From an optimization exercise on the open Yosys and OpenROAD flow, aimed at small area and a short achievable clock period; shortcuts taken in it are not production practice. The RTL of this run was laid out without a check of its function. Power is estimated from default activity; no workload was simulated.

`flow/run.sh`:
```
#!/bin/bash
# synth_recipe.tcl (not shown) runs the flow's synth.tcl, then flattens the netlist and writes it again
# the make line also repeats each setting of config.mk as NAME=value (left out here)
make -C /OpenROAD-flow-scripts/flow DESIGN_CONFIG=/design/flow/config.mk WORK_HOME=/design/flow/orfs CLKGATE_MAP_FILE= SYNTH_SCRIPT=/design/flow/synth_recipe.tcl finish
```
`flow/config.mk`:
```
export PLATFORM = sky130hd
export DESIGN_NAME = mojo_top
export DESIGN_NICKNAME = mojo_top
export VERILOG_FILES = /design/flow/design.v
export SDC_FILE = /design/flow/constraint.sdc
export NUM_CORES = 4
export LEC_CHECK = 0
export CAP_MARGIN = 20
export CORE_MARGIN = 2
export CORE_UTILIZATION = 50
export SLEW_MARGIN = 20
```
`flow/constraint.sdc`:
```
create_clock -name core_clock -period 5.0 [get_ports {clk}]
set_input_delay 1.0000 -clock core_clock [delete_from_list [all_inputs] [get_ports {clk}]]
set_output_delay 1.0000 -clock core_clock [all_outputs]
set_load 0.01 [all_outputs]
```
`flow/design.v`:
```
module spi(
    input clk,
    input rst,
    input ss,
    input mosi,
    output miso,
    input sck,
    output done,
    input [7:0] din,
    output [7:0] dout
    );
reg mosi_d, mosi_q;
reg ss_d, ss_q;
reg sck_d, sck_q;
reg sck_old_d, sck_old_q;
reg [7:0] data_d, data_q;
reg done_d, done_q;
reg [2:0] bit_ct_d, bit_ct_q;
reg [7:0] dout_d, dout_q;
reg miso_d, miso_q;
assign miso = miso_q;
assign done = done_q;
assign dout = dout_q;
always @(*) begin
    ss_d = ss;
    mosi_d = mosi;
    miso_d = miso_q;
    sck_d = sck;
    sck_old_d = sck_q;
    data_d = data_q;
    done_d = 1'b0;
    bit_ct_d = bit_ct_q;
    dout_d = dout_q;
    if (ss_q) begin
        bit_ct_d = 3'b0;
        data_d = din;
        miso_d = data_q[7];
    end else begin
        if (!sck_old_q && sck_q) begin  
            data_d = {data_q[6:0], mosi_q};
            bit_ct_d = bit_ct_q + 1'b1;
            if (bit_ct_q == 3'b111) begin
                dout_d = {data_q[6:0], mosi_q};
                done_d = 1'b1;
                data_d = din;
            end
        end else if (sck_old_q && !sck_q) begin  
            miso_d = data_q[7];
        end
    end
end
always @(posedge clk) begin
    if (!rst) begin
        done_q <= 1'b0;
        bit_ct_q <= 3'b0;
        dout_q <= 8'b0;
        miso_q <= 1'b1;
    end else begin
        done_q <= done_d;
        bit_ct_q <= bit_ct_d;
        dout_q <= dout_d;
        miso_q <= miso_d;
    end
    sck_q <= sck_d;
    mosi_q <= mosi_d;
    ss_q <= ss_d;
    data_q <= data_d;
    sck_old_q <= sck_old_d;
end
endmodule
module Edge(
	input wire			nReset,                                                       
	input wire			Clk,    
   input wire        en,
	input wire 	[7:0]	PixelIn,	
	output reg	[7:0]	PixelOut
);
	parameter WIDTH   = 1000;
   parameter WIDTH2  = WIDTH*2;
   parameter BUFF    = WIDTH*2 + 10;
	reg [5:0] 	pixelDelay	[BUFF:0];
	generate
		genvar j;
		for (j=0; j < BUFF; j = j + 1) begin : delay_pixel
	      always @(posedge Clk) begin
				if(en) pixelDelay[j+1] <= 	pixelDelay[j];
         end
	    end
	endgenerate
   reg [4:0]      horz_bottom;
   reg [5:0]      horz_middle;
   reg [4:0]      horz_top;
   reg [4:0]      vert_left;
   reg [5:0]      vert_middle;
   reg [4:0]      vert_right;
   always @ (posedge Clk) begin
      if(en) begin
         pixelDelay[0] <= PixelIn >> 2; 
         if(pixelDelay[BUFF] > pixelDelay[BUFF-2])                horz_bottom <=    (pixelDelay[BUFF]          -     pixelDelay[BUFF-2])              >> 1; 
         else                                                     horz_bottom <=    (pixelDelay[BUFF-2]        -     pixelDelay[BUFF])                >> 1; 
         if(pixelDelay[BUFF-WIDTH] > pixelDelay[BUFF-WIDTH-2])    horz_middle <=    (pixelDelay[BUFF-WIDTH]    -     pixelDelay[BUFF-WIDTH-2])        >> 0; 
         else                                                     horz_middle <=    (pixelDelay[BUFF-WIDTH-2]  -     pixelDelay[BUFF-WIDTH])          >> 0; 
         if(pixelDelay[BUFF-WIDTH2] > pixelDelay[BUFF-WIDTH2-2])  horz_top <=       (pixelDelay[BUFF-WIDTH2]   -     pixelDelay[BUFF-WIDTH2-2])       >> 1; 
         else                                                     horz_top <=       (pixelDelay[BUFF-WIDTH2-2] -     pixelDelay[BUFF-WIDTH2])         >> 1; 
         if(pixelDelay[BUFF] > pixelDelay[BUFF-WIDTH2])           vert_right <=     (pixelDelay[BUFF]          -     pixelDelay[BUFF-WIDTH2])         >> 1; 
         else                                                     vert_right <=     (pixelDelay[BUFF-WIDTH2]   -     pixelDelay[BUFF])                >> 1;
         if(pixelDelay[BUFF-1] > pixelDelay[BUFF-WIDTH2-1])       vert_middle <=    (pixelDelay[BUFF-1]        -     pixelDelay[BUFF-WIDTH2-1])       >> 0;
         else                                                     vert_middle <=    (pixelDelay[BUFF-WIDTH2-1] -     pixelDelay[BUFF-1])              >> 0;    
         if(pixelDelay[BUFF-2] > pixelDelay[BUFF-WIDTH2-2])       vert_left <=      (pixelDelay[BUFF-2]        -     pixelDelay[BUFF-WIDTH2-2])       >> 1; 
         else                                                     vert_left <=      (pixelDelay[BUFF-WIDTH2-2] -     pixelDelay[BUFF-2])              >> 1; 
         PixelOut <= horz_bottom + horz_middle + horz_top + vert_left + vert_middle + vert_right;      
      end
   end
endmodule
module mojo_top(
   input          clk,               
   input          rst_n,             
   input          mosi,
   output         miso,
   input          sclk,
   input          cs
);
   wire  [7:0] din;
   wire  [7:0] dout;
   wire        done;
   spi spi(
      .clk  (clk     ),
      .rst  (rst_n   ),
      .ss   (cs      ),
      .mosi (mosi    ),
      .miso (miso    ),
      .sck  (sclk    ),
      .done (done    ),
      .din  (din     ),
      .dout (dout    )
   );
   Edge Edge(
      .nReset     (rst_n   ),
      .Clk        (clk     ),
      .en         (done    ),
      .PixelIn    (dout    ),
      .PixelOut   (din     )
   );
endmodule
```
==> flow_results.xml <==
<?xml version="1.0" encoding="UTF-8"?>
<metrics>
  <group name="sta">
    <metric name="layout_worst_path_cycle_share" unit="%">89.1</metric>
    <metric name="period_minus_slack" unit="ns">4.45</metric>
    <metric name="maxClockFrequency" unit="MHz">224</metric>
    <metric name="timing.final.setup_violations" unit="">0</metric>
    <metric name="grt_setup_unrepaired" unit="">false</metric>
    <metric name="final.setup.tns" unit="ns">0</metric>
    <metric name="timing.final.hold_violations" unit="">0</metric>
    <metric name="relSlewSlack" unit="%">28.9</metric>
    <metric name="slew_at_the_pin_with_the_worst_max_slew_slack" unit="ns">1.07</metric>
    <metric name="slew_violations" unit="">0</metric>
    <metric name="timing.hold.ws" unit="ns">0.303</metric>
    <metric name="clock_skew" unit="ns">0.0499</metric>
  </group>
  <group name="clock_tree">
    <metric name="hold_buffers" unit="">0</metric>
    <metric name="clockBufferDepth" unit="">5</metric>
    <metric name="clock_latency" unit="ns">1.19</metric>
    <metric name="clk_pin_slew_worst_paths" unit="ns">0.06</metric>
    <metric name="total_cts_buffers" unit="">1239</metric>
    <metric name="cts.root.buffer_cell" unit="">sky130_fd_sc_hd__clkbuf_16</metric>
    <metric name="clock_sinks" unit="">12100</metric>
    <metric name="cts.htree.levels" unit="">7</metric>
    <metric name="clock_tree_from_tritoncts" unit="">yes</metric>
    <metric name="post-cts-setup-buffers" unit="">0</metric>
    <metric name="cts_resized" unit="">0</metric>
  </group>
  <group name="global_route">
    <metric name="grt_antenna_before_repair" unit="">12</metric>
    <metric name="grt-ovfl-total" unit="">0</metric>
    <metric name="vias_in_the_first_global_route" unit="">120000</metric>
    <metric name="grt_max_degree" unit="">191</metric>
    <metric name="globalRouteTotalUtil" unit="%">11.8</metric>
    <metric name="wire_length_of_the_first_global_routing_pass" unit="um">697000</metric>
  </group>
  <group name="logic_synthesis">
    <metric name="yosysUniqueCellTypes" unit="">35</metric>
    <metric name="number_of_storage_elements_in_the_synthesis_netlist" unit="">12100</metric>
    <metric name="postSynth.asyncResetShare" unit="%">0</metric>
    <metric name="ys.flop_type" unit="">sky130_fd_sc_hd__edfxtp_1</metric>
    <metric name="post_synth_most_frequent_cells" unit="">12,100 x sky130_fd_sc_hd__edfxtp_1, 85 x sky130_fd_sc_hd__ha_1, 84 x sky130_fd_sc_hd__inv_1</metric>
    <metric name="netlist_instances" unit="">12600</metric>
    <metric name="synth_top_cells_by_area" unit="">sky130_fd_sc_hd__edfxtp_1 99%, sky130_fd_sc_hd__ha_1 0.29%, sky130_fd_sc_hd__fa_1 0.15%, sky130_fd_sc_hd__mux2i_1 0.11%, sky130_fd_sc_hd__inv_1 0.086%</metric>
    <metric name="ys_seq_area_share" unit="%">98.9</metric>
    <metric name="synth_most_common_cell" unit="">sky130_fd_sc_hd__edfxtp_1</metric>
    <metric name="synth_area" unit="mm2">0.368</metric>
    <metric name="synth.largest_area_cell" unit="">sky130_fd_sc_hd__edfxtp_1</metric>
    <metric name="synth_top_area_share" unit="%">98.9</metric>
    <metric name="yosys_warnings" unit="">3</metric>
    <metric name="synth_area_per_cell" unit="um2">29.3</metric>
    <metric name="synth_fp_nets" unit="">12700</metric>
    <metric name="synth_edf_count" unit="">12100</metric>
  </group>
  <group name="flow_run">
    <metric name="max-cap-violations" unit="">0</metric>
  </group>
  <group name="critical_path">
    <metric name="path_cells" unit="">ha_1 &gt; fa_1 &gt; buf_4 &gt; xor2_1 &gt; fa_1 &gt; fa_1 &gt; inv_1 &gt; fa_1 &gt; fa_1 &gt; nor2b_1 &gt; o21ai_1 &gt; a21boi_0 &gt; or4_1 &gt; nand3_1</metric>
    <metric name="cp.required" unit="ns">5.88</metric>
    <metric name="worst_setup_path_category" unit="">register to register</metric>
    <metric name="crit_buf_inv" unit="">2</metric>
    <metric name="critPathMostFrequentCell" unit="">sky130_fd_sc_hd__fa_1</metric>
    <metric name="crit_path_top_delay_cell" unit="">sky130_fd_sc_hd__fa_1</metric>
    <metric name="critPathMaxFanout" unit="">3</metric>
    <metric name="start_kind" unit="">register</metric>
    <metric name="worstRegToRegCells" unit="">14</metric>
    <metric name="worstReg2RegEnd" unit="">Edge.PixelOut[7]</metric>
    <metric name="critical-path-max-stage-delay" unit="ns">0.52</metric>
    <metric name="endpoint_kind" unit="">register</metric>
    <metric name="startpoint" unit="">Edge.horz_bottom[0]</metric>
    <metric name="crit_arrival" unit="ns">5.33</metric>
    <metric name="critical-path-top-delay-family" unit="">adder cells</metric>
    <metric name="register_to_register_setup_slack" unit="ns">0.55</metric>
    <metric name="reg2reg_from" unit="">Edge.horz_bottom[0]</metric>
  </group>
  <group name="detailed_routing">
    <metric name="dr_total_vias" unit="">119000</metric>
    <metric name="remaining_drc_errors" unit="">0</metric>
    <metric name="first_iter_violations" unit="">11600</metric>
    <metric name="final_routed_wire_length_divided_by_cell_count" unit="um">17.8</metric>
    <metric name="wirelength" unit="um">439000</metric>
    <metric name="post_drt_via_cell_ratio" unit="">4.80</metric>
    <metric name="ant_nets" unit="">0</metric>
    <metric name="router_iterations_before_antenna_repair" unit="">5</metric>
  </group>
  <group name="floorplan">
    <metric name="io_pins" unit="">6</metric>
    <metric name="num_rows" unit="">315</metric>
    <metric name="overall_die_width" unit="um">862</metric>
    <metric name="fp.coreArea" unit="mm2">0.735</metric>
    <metric name="die_area" unit="mm2">0.743</metric>
    <metric name="chip_height" unit="um">862</metric>
    <metric name="start_util" unit="%">50.1</metric>
  </group>
  <group name="finish">
    <metric name="drive_above_1_share" unit="%">12.5</metric>
    <metric name="area_growth_syn_to_layout" unit="%">14.3</metric>
    <metric name="finish.net_count" unit="">14200</metric>
  </group>
  <group name="hold_path">
    <metric name="hold_path_class" unit="">primary input to register</metric>
    <metric name="hold_end" unit="">spi.ss_q</metric>
    <metric name="hold_path_startpoint" unit="">cs</metric>
    <metric name="hold_critical_path_depth" unit="">1</metric>
  </group>
  <group name="power">
    <metric name="vdd_drop_max" unit="mV">0.390</metric>
    <metric name="power_density" unit="mW/mm2">465</metric>
    <metric name="total_leakage_power" unit="nW">90.8</metric>
  </group>
  <group name="placed_design">
    <metric name="final_weighted_congestion_of_routability_driven_global_placement" unit="">0.718</metric>
    <metric name="detailed_place_hpwl" unit="um">185000</metric>
    <metric name="io_buffer_count" unit="">5</metric>
  </group>
  <group name="outcome">
    <metric name="outcome" unit="">timing/DRC/antenna clean</metric>
  </group>
</metrics>
metal layers:
layer	GRT usage (%)	wire (um)	part of all wire, %	up-vias
met5	0	0	0	-
met4	5.23	15600	3.5	0
met3	2.84	17000	3.9	1240
met2	14.6	176000	40	1683
met1	19.7	231000	53	61400
li1	-	-	-	54400
how the worst max path moves through the flow:
stage	slack [ns]	cells after the start	endpoint
finish	0.55	14	Edge.PixelOut[7]
CTS	0.53	14	Edge.PixelOut[7]
detailed placement	0.53	14	Edge.PixelOut[7]
global placement	0.32	16	Edge.PixelOut[7]
global route	0.26	14	Edge.PixelOut[7]
floorplan	-79.24	0	Edge.PixelOut[0]
sequential cells by signal, summed over array words and instances, names as in the netlist, 3 cells and up:
| name | flops |
|---|---|
| spi.bit_ct_q | 3 |
| Edge.horz_top | 5 |
| spi.data_q | 8 |
| Edge.pixelDelay | 12066 |
| Edge.horz_bottom | 5 |
| Edge.vert_middle | 6 |
| Edge.vert_right | 5 |
| Edge.PixelOut | 8 |
| spi.dout_q | 6 |
| Edge.horz_middle | 6 |
| Edge.vert_left | 5 |
logic make-up (layout without fill, tap and decap cells):
group	after synthesis	in the layout	share of synthesized area, %
buffers and inverters	90	2439	0.104
adders and majority gates	113	113	0.441
DFF	12100	12100	98.9
and+or+nand+nor	85	85	0.129
muxes	47	47	0.131
xor gates and xnor gates	32	32	0.0762
AOI/OAI and AO/OA	82	82	0.187
other	0	3	0
through the flow:
stage	setup slack [ns]	instance area [um2]	utilization, %	cells	power, mW
CTS	0.527	421000	57.3	24800	199
detailed placement	0.533	383000	52.2	22700	112
global placement	0.319	383000	52.2	22700	112
global route	0.258	421000	57.3	24800	202
finish	0.545	421000	57.3	24800	196
floorplan	-79.24	368000	-	12600	112
where the power goes:
group | total [mW] | switching, mW | internal [mW]
registers | 110 | 0.00481 | 110
clock network | 85.5 | 35.5 | 50.0
logic | 0.0186 | 0.00781 | 0.0108
total | 196 | 35.5 | 160
cells in the final DEF, fill, tap and decap left out, drive strengths merged, types with 12 or more instances in the layout:
cell type / instances
dfxtp: 15
nor2b: 14
buf: 247
a221oi: 12
clkbuf: 1526
nand2: 20
clkinv: 467
fa: 28
o21a: 13
bufinv: 70
clkinvlp: 20
a21oi: 31
ha: 85
xnor2: 13
xor2: 19
inv: 104
mux2i: 39
edfxtp: 12100
nor2: 21
final cells by class:
class                   count  area [um2]
flip-flops and latches  12100      364000
clock inverters           577        4500
multi-input cells         359        3550
clock buffers            1526       32800
repair buffers            252        3160
well taps                9827       12300
inverters                  84         315
fillers                 51400      314000
diodes                      3        7.51

-- static timing again, ports no longer ideal --
How much do the figures lean on ideal ports? The routed layout below was timed once more, with nothing changed but the port constraints.
Step 1 (the two cells are an assumption about what drives the block):
set clk [get_ports {clk}]
set_driving_cell -lib_cell sky130_fd_sc_hd__clkbuf_16 $clk
set_driving_cell -lib_cell sky130_fd_sc_hd__buf_2 [delete_from_list [all_inputs] $clk]
Step 2 also shifts input and output timing later by t, the mid clock arrival at the registers, as if the neighbouring blocks saw the same clock.
Slacks: ideal ports / drivers / drivers and shift; pairs: ideal ports / drivers.
shift t [ns]: 1.278
setup slack, ns: 0.545 / 0.545 / 0.545
worst setup path at the end: register to register
After both steps this run still meets setup and hold. For this run, drivers alone change the setup slack by 0.000 ns; drivers and shift together by 0.000 ns.
